What follows belongs to an exercise in optimizing a design on an open flow for small area and few clock cycles; a production flow would make more cautious choices.
Only simulation tests tie the RTL to the original design; equivalence was not proved.

// cv32e41s_incore
module cv32e41s_incore 
#(
  parameter                             LIB                                     = 0,
  parameter logic RV32                                    = RV32I,
  parameter logic [1:0] B_EXT                                   = B_NONE,
  parameter logic [1:0] M_EXT                                   = M,
  parameter bit                         DEBUG                                   = 1,
  parameter logic [31:0]                DM_REGION_START                         = 32'hF0000000,
  parameter logic [31:0]                DM_REGION_END                           = 32'hF0003FFF,
  parameter int                         DBG_NUM_TRIGGERS                        = 1,
  parameter int                         PMA_NUM_REGIONS                         = 0,
  parameter logic [PMA_NUM_REGIONS*68-1:0]                   PMA_CFG            = '0,
  parameter bit                         CLIC                                    = 0,
  parameter int unsigned                CLIC_ID_WIDTH                           = 5,
  parameter int unsigned                CLIC_INTTHRESHBITS                      = 8,
  parameter int unsigned                PMP_GRANULARITY                         = 0,
  parameter int                         PMP_NUM_REGIONS                         = 0,
  parameter logic [PMP_NUM_REGIONS*8-1:0]                   PMP_PMPNCFG_RV     = '0,
  parameter logic [PMP_NUM_REGIONS*32-1:0]                PMP_PMPADDR_RV     = '0,
  parameter mseccfg_t                   PMP_MSECCFG_RV                          = MSECCFG_DEFAULT,
  parameter lfsr_cfg_t                  LFSR0_CFG                               = LFSR_CFG_DEFAULT,  
  ...
For scale: roughly 21000 cells after synthesis, roughly 2600 flip-flops, ~750 I/O pins.
Settings: LEC_CHECK=0, CAP_MARGIN=35, CORE_MARGIN=2, CORE_UTILIZATION=40, SLEW_MARGIN=35; clock period 20.0 ns.
run.sh (not shown) runs the stock make flow with config.mk's settings and CLKGATE_MAP_FILE= SYNTH_SCRIPT=/design/flow/synth_recipe.tcl, a recipe that flattens the netlist after the stock synthesis.
Testbench counts at the start, summed over its fixed seeds: cycles 1,166,485.
Then changed:
- CAP_MARGIN: 35 -> 10
- CORE_UTILIZATION: 40 -> 65
- PLACE_DENSITY_LB_ADDON: not set -> 0.1
- SLEW_MARGIN: 35 -> 10
- Now the flow died in global routing (5_1_grt) with GRT-0116
- synthesized area is unchanged
- synthesized cell count is unchanged

---

cv32e41s_incore, a different RTL version from the one above (not shown whole).
Size: roughly 16000 cells after synthesis, roughly 2400 flip-flops, ~750 I/O pins, roughly 150000 um2 of cells after synthesis.
## cv32e41s_incore
module cv32e41s_incore 
#(
  parameter                             LIB                                     = 0,
  parameter logic RV32                                    = RV32I,
  parameter logic [1:0] B_EXT                                   = B_NONE,
  parameter logic [1:0] M_EXT                                   = M,
  parameter bit                         DEBUG                                   = 1,
  parameter logic [31:0]                DM_REGION_START                         = 32'hF0000000,
  parameter logic [31:0]                DM_REGION_END                           = 32'hF0003FFF,
  parameter int                         DBG_NUM_TRIGGERS                        = 1,
  parameter int                         PMA_NUM_REGIONS                         = 0,
  parameter logic [PMA_NUM_REGIONS*68-1:0]                   PMA_CFG            = '0,
  parameter bit                         CLIC                                    = 0,
  parameter int unsigned                CLIC_ID_WIDTH                           = 5,
  parameter int unsigned                CLIC_INTTHRESHBITS                      = 8,
  parameter int unsigned                PMP_GRANULARITY                         = 0,
  parameter int                         PMP_NUM_REGIONS                         = 0,
  parameter logic [PMP_NUM_REGIONS*8-1:0]                   PMP_PMPNCFG_RV     = '0,
  parameter logic [PMP_NUM_REGIONS*32-1:0]                PMP_PMPADDR_RV     = '0,
  parameter mseccfg_t                   PMP_MSECCFG_RV                          = MSECCFG_DEFAULT,
  parameter lfsr_cfg_t                  LFSR0_CFG                               = LFSR_CFG_DEFAULT,  
  parameter lfsr_cfg_t                  LFSR1_CFG                               = LFSR_CFG_DEFAULT,  
  ...
==> flow/config.mk <==
export PLATFORM = sky130hd
export DESIGN_NAME = cv32e41s_incore
export DESIGN_NICKNAME = cv32e41s_incore
export VERILOG_FILES = /design/flow/design.v
export SDC_FILE = /design/flow/constraint.sdc
export NUM_CORES = 8
export LEC_CHECK = 0
export ABC_AREA = 1
export CAP_MARGIN = 25
export CORE_MARGIN = 2
export CORE_UTILIZATION = 40
export SLEW_MARGIN = 25
==> flow/constraint.sdc <==
create_clock -name core_clock -period 20.0 [get_ports {clk_i}]
set_input_delay 4.0000 -clock core_clock [delete_from_list [all_inputs] [get_ports {clk_i}]]
set_output_delay 4.0000 -clock core_clock [all_outputs]
set_load 0.01 [all_outputs]
standard.sh (not shown) runs the stock make flow with config.mk's settings and CLKGATE_MAP_FILE= SYNTH_SCRIPT=/design/flow/synth_recipe.tcl, a recipe that flattens the netlist after the stock synthesis.
==> flow/flow/run.sh <==
#!/bin/bash
# Layout flow: the standard flow (standard synthesis, floorplan, placement, routing) with
# - an area-oriented ABC script (with a time-limited &deepsyn pass) for the combinational mapping in synthesis (abc_area.script
#   beside this file; the flip-flops are mapped as in the standard synthesis),
# - clock tree synthesis without dummy loads, with larger sink clusters driven by
#   clkbuf_4/8/16 cells (fewer clock buffers),
# - the buffers placed on the ports made of the smallest buffer cell.
# Full tool output goes to flow_standard.log in the work folder (ORFS also keeps its
# per-step logs under orfs/logs/).
set -euo pipefail
rm -rf orfs_scripts
cp -r "$FLOW_HOME/scripts" orfs_scripts
cp flow/abc_area.script orfs_scripts/abc_area.script
export SCRIPTS_DIR="$PWD/orfs_scripts"
export CTS_ARGS="-sink_clustering_enable -repair_clock_nets -dont_use_dummy_load -buf_list {sky130_fd_sc_hd__clkbuf_4 sky130_fd_sc_hd__clkbuf_8 sky130_fd_sc_hd__clkbuf_16} -sink_clustering_size 20 -sink_clustering_max_diameter 170"
export BUFFER_PORTS_ARGS="-buffer_cell sky130_fd_sc_hd__buf_1"
bash standard.sh finish > flow_standard.log 2>&1
==> flow/flow/abc_area.script <==
strash
&get -n
&fraig -x
&put
scorr
dc2
strash
balance
rewrite
refactor
balance
rewrite
rewrite -z
balance
refactor -z
rewrite -z
balance
dc2
strash
&get -n
&deepsyn -T 1200
&put
strash
dch -f
amap
topo
stime -c
buffer -c
upsize -c
dnsize -c
Testbench counts at the start, summed over its fixed seeds: cycles 1,166,485.
Then changed:
--- a/flow/flow/run.sh
+++ b/flow/flow/run.sh
@@ -1,5 +1,5 @@
 #!/bin/bash
 # Layout flow: the standard flow (standard synthesis, floorplan, placement, routing) with
-# - an area-oriented ABC script (with a time-limited &deepsyn pass) for the combinational mapping in synthesis (abc_area.script
+# - an area-oriented ABC script for the combinational mapping in synthesis (abc_area.script
 #   beside this file; the flip-flops are mapped as in the standard synthesis),
 # - clock tree synthesis without dummy loads, with larger sink clusters driven by
==> flow/flow/abc_area.script (replaced) <==
strash
&get -n
&fraig -x
&put
scorr
dc2
strash
&get -n
&dch -f
&nf -R 1000
&put
topo
stime -c
buffer -c
upsize -c
dnsize -c
Routed wire length is lower by 12%.
Clock skew is lower by 32 ps.
Via count is lower by 4.4%.
Then changed:
--- a/flow/flow/run.sh
+++ b/flow/flow/run.sh
@@ -1,6 +1,7 @@
 #!/bin/bash
 # Layout flow: the standard flow (standard synthesis, floorplan, placement, routing) with
-# - an area-oriented ABC script for the combinational mapping in synthesis (abc_area.script
-#   beside this file; the flip-flops are mapped as in the standard synthesis),
+# - an area-oriented ABC script (with a time-limited &deepsyn pass) for the combinational mapping in synthesis (abc_area.script
+#   beside this file; the flip-flops are mapped as in the standard synthesis), with the
+#   full/half adders left to ABC instead of the library's adder cells (ADDER_MAP_FILE empty),
 # - clock tree synthesis without dummy loads, with larger sink clusters driven by
 #   clkbuf_4/8/16 cells (fewer clock buffers),
@@ -13,4 +14,5 @@
 cp flow/abc_area.script orfs_scripts/abc_area.script
 export SCRIPTS_DIR="$PWD/orfs_scripts"
+export ADDER_MAP_FILE=
 export CTS_ARGS="-sink_clustering_enable -repair_clock_nets -dont_use_dummy_load -buf_list {sky130_fd_sc_hd__clkbuf_4 sky130_fd_sc_hd__clkbuf_8 sky130_fd_sc_hd__clkbuf_16} -sink_clustering_size 20 -sink_clustering_max_diameter 170"
 export BUFFER_PORTS_ARGS="-buffer_cell sky130_fd_sc_hd__buf_1"
==> flow/flow/abc_area.script (replaced) <==
strash
&get -n
&fraig -x
&put
scorr
dc2
strash
balance
rewrite
refactor
balance
rewrite
rewrite -z
balance
refactor -z
rewrite -z
balance
dc2
strash
&get -n
&deepsyn -T 180
&put
strash
dch -f
amap
topo
stime -c
buffer -c
upsize -c
dnsize -c
Settings changed: SETUP_SLACK_MARGIN set to 3.0.
Cell count rose by a few percent; utilization rose by 2.0 points; die area fell by a little under a tenth.
Then changed:
==> flow/flow/run.sh (replaced) <==
#!/bin/bash
# Layout flow: the standard flow (standard synthesis, floorplan, placement, routing) with
# - clock tree synthesis without dummy loads, with larger sink clusters driven by
#   clkbuf_4/8/16 cells (fewer clock buffers),
# - the buffers placed on the ports made of the smallest buffer cell.
# Full tool output goes to flow_standard.log in the work folder (ORFS also keeps its
# per-step logs under orfs/logs/).
set -euo pipefail
export CTS_ARGS="-sink_clustering_enable -repair_clock_nets -dont_use_dummy_load -buf_list {sky130_fd_sc_hd__clkbuf_4 sky130_fd_sc_hd__clkbuf_8 sky130_fd_sc_hd__clkbuf_16} -sink_clustering_size 20 -sink_clustering_max_diameter 170"
export BUFFER_PORTS_ARGS="-buffer_cell sky130_fd_sc_hd__buf_1"
bash standard.sh finish > flow_standard.log 2>&1
Settings changed: SETUP_SLACK_MARGIN 3.0 to unset.
removed: flow/flow/abc_area.script
Worst setup slack gains 2700 ps; synthesized cell count rose by 17%; count of clock-buffer cells in the layout rose by 2; die area rose by 12%.
Then changed:
--- a/flow/flow/run.sh
+++ b/flow/flow/run.sh
@@ -1,4 +1,6 @@
 #!/bin/bash
 # Layout flow: the standard flow (standard synthesis, floorplan, placement, routing) with
+# - an area-oriented ABC script (with a time-limited &deepsyn pass) for the combinational mapping in synthesis (abc_area.script
+#   beside this file; the flip-flops are mapped as in the standard synthesis),
 # - clock tree synthesis without dummy loads, with larger sink clusters driven by
 #   clkbuf_4/8/16 cells (fewer clock buffers),
@@ -7,4 +9,8 @@
 # per-step logs under orfs/logs/).
 set -euo pipefail
+rm -rf orfs_scripts
+cp -r "$FLOW_HOME/scripts" orfs_scripts
+cp flow/abc_area.script orfs_scripts/abc_area.script
+export SCRIPTS_DIR="$PWD/orfs_scripts"
 export CTS_ARGS="-sink_clustering_enable -repair_clock_nets -dont_use_dummy_load -buf_list {sky130_fd_sc_hd__clkbuf_4 sky130_fd_sc_hd__clkbuf_8 sky130_fd_sc_hd__clkbuf_16} -sink_clustering_size 20 -sink_clustering_max_diameter 170"
 export BUFFER_PORTS_ARGS="-buffer_cell sky130_fd_sc_hd__buf_1"
==> flow/flow/abc_area.script (new file) <==
strash
&get -n
&fraig -x
&put
scorr
dc2
strash
balance
rewrite
refactor
balance
rewrite
rewrite -z
balance
refactor -z
rewrite -z
balance
dc2
strash
&get -n
&deepsyn -T 600
&put
strash
dch -f
amap
topo
stime -c
buffer -c
upsize -c
dnsize -c
Effect: Via count fell by 6.1%. Area after synthesis goes down by 8.5%. Non-clock buffer count rose by 101. Cell count came out lower by 16%. Die area falls by 8.4%. Fmax goes down by 13%. Setup slack loses 2600 ps. Sequential share of layout area climbs by 2.9 points. Final area falls by 7.0%. Routed wire length is higher by 0.84%.
Then changed:
--- a/flow/flow/abc_area.script
+++ b/flow/flow/abc_area.script
@@ -19,5 +19,5 @@
 strash
 &get -n
-&deepsyn -T 600
+&deepsyn -T 180
 &put
 strash
Result:
- synthesized cell count is higher slightly
- non-clock buffer count rose by 9
- wire length stays flat
- utilization fell by 0.15 points
- global-route usage goes down by 0.29 points
- sequential cell count does not change
- via count goes up slightly

separate check: timing with driven ports:
The flow's constraints put no driver on any port. The routed layouts listed below were extracted and timed again, unchanged, in two steps.
Step 1: set_driving_cell puts a clkbuf_16 on clk_i and a buf_2 on each other input, an assumption about the parent block.
Step 2 moves the port delays by t, midway between the first and last clock arrival at a register: inputs arrive t later, outputs are due t later. That takes back most of the time a late clock gives input paths.
a / b / c = ideal ports / drivers / drivers and shift; a / b = the first two.
run	t, ns	setup slack, ns	slew at the worst register clock pin (ns)
the first run of note 1	1.098	3.736 / 3.620 / 4.311	0.07 / 0.07
the first run of note 2	1.022	0.550 / 0.455 / 1.476	0.11 / 0.11
the second run of note 2	1.017	1.411 / 1.295 / 2.312	0.12 / 0.12
the third run of note 2	1.029	0.462 / 0.346 / 0.498	0.12 / 0.12
the fourth run of note 2	1.041	3.157 / 3.028 / 3.384	0.12 / 0.12
the fifth run of note 2	1.022	0.550 / 0.455 / 1.476	0.11 / 0.11
the sixth run of note 2	1.015	1.172 / 1.055 / 2.070	0.11 / 0.11
After both steps every run listed still meets setup and hold.
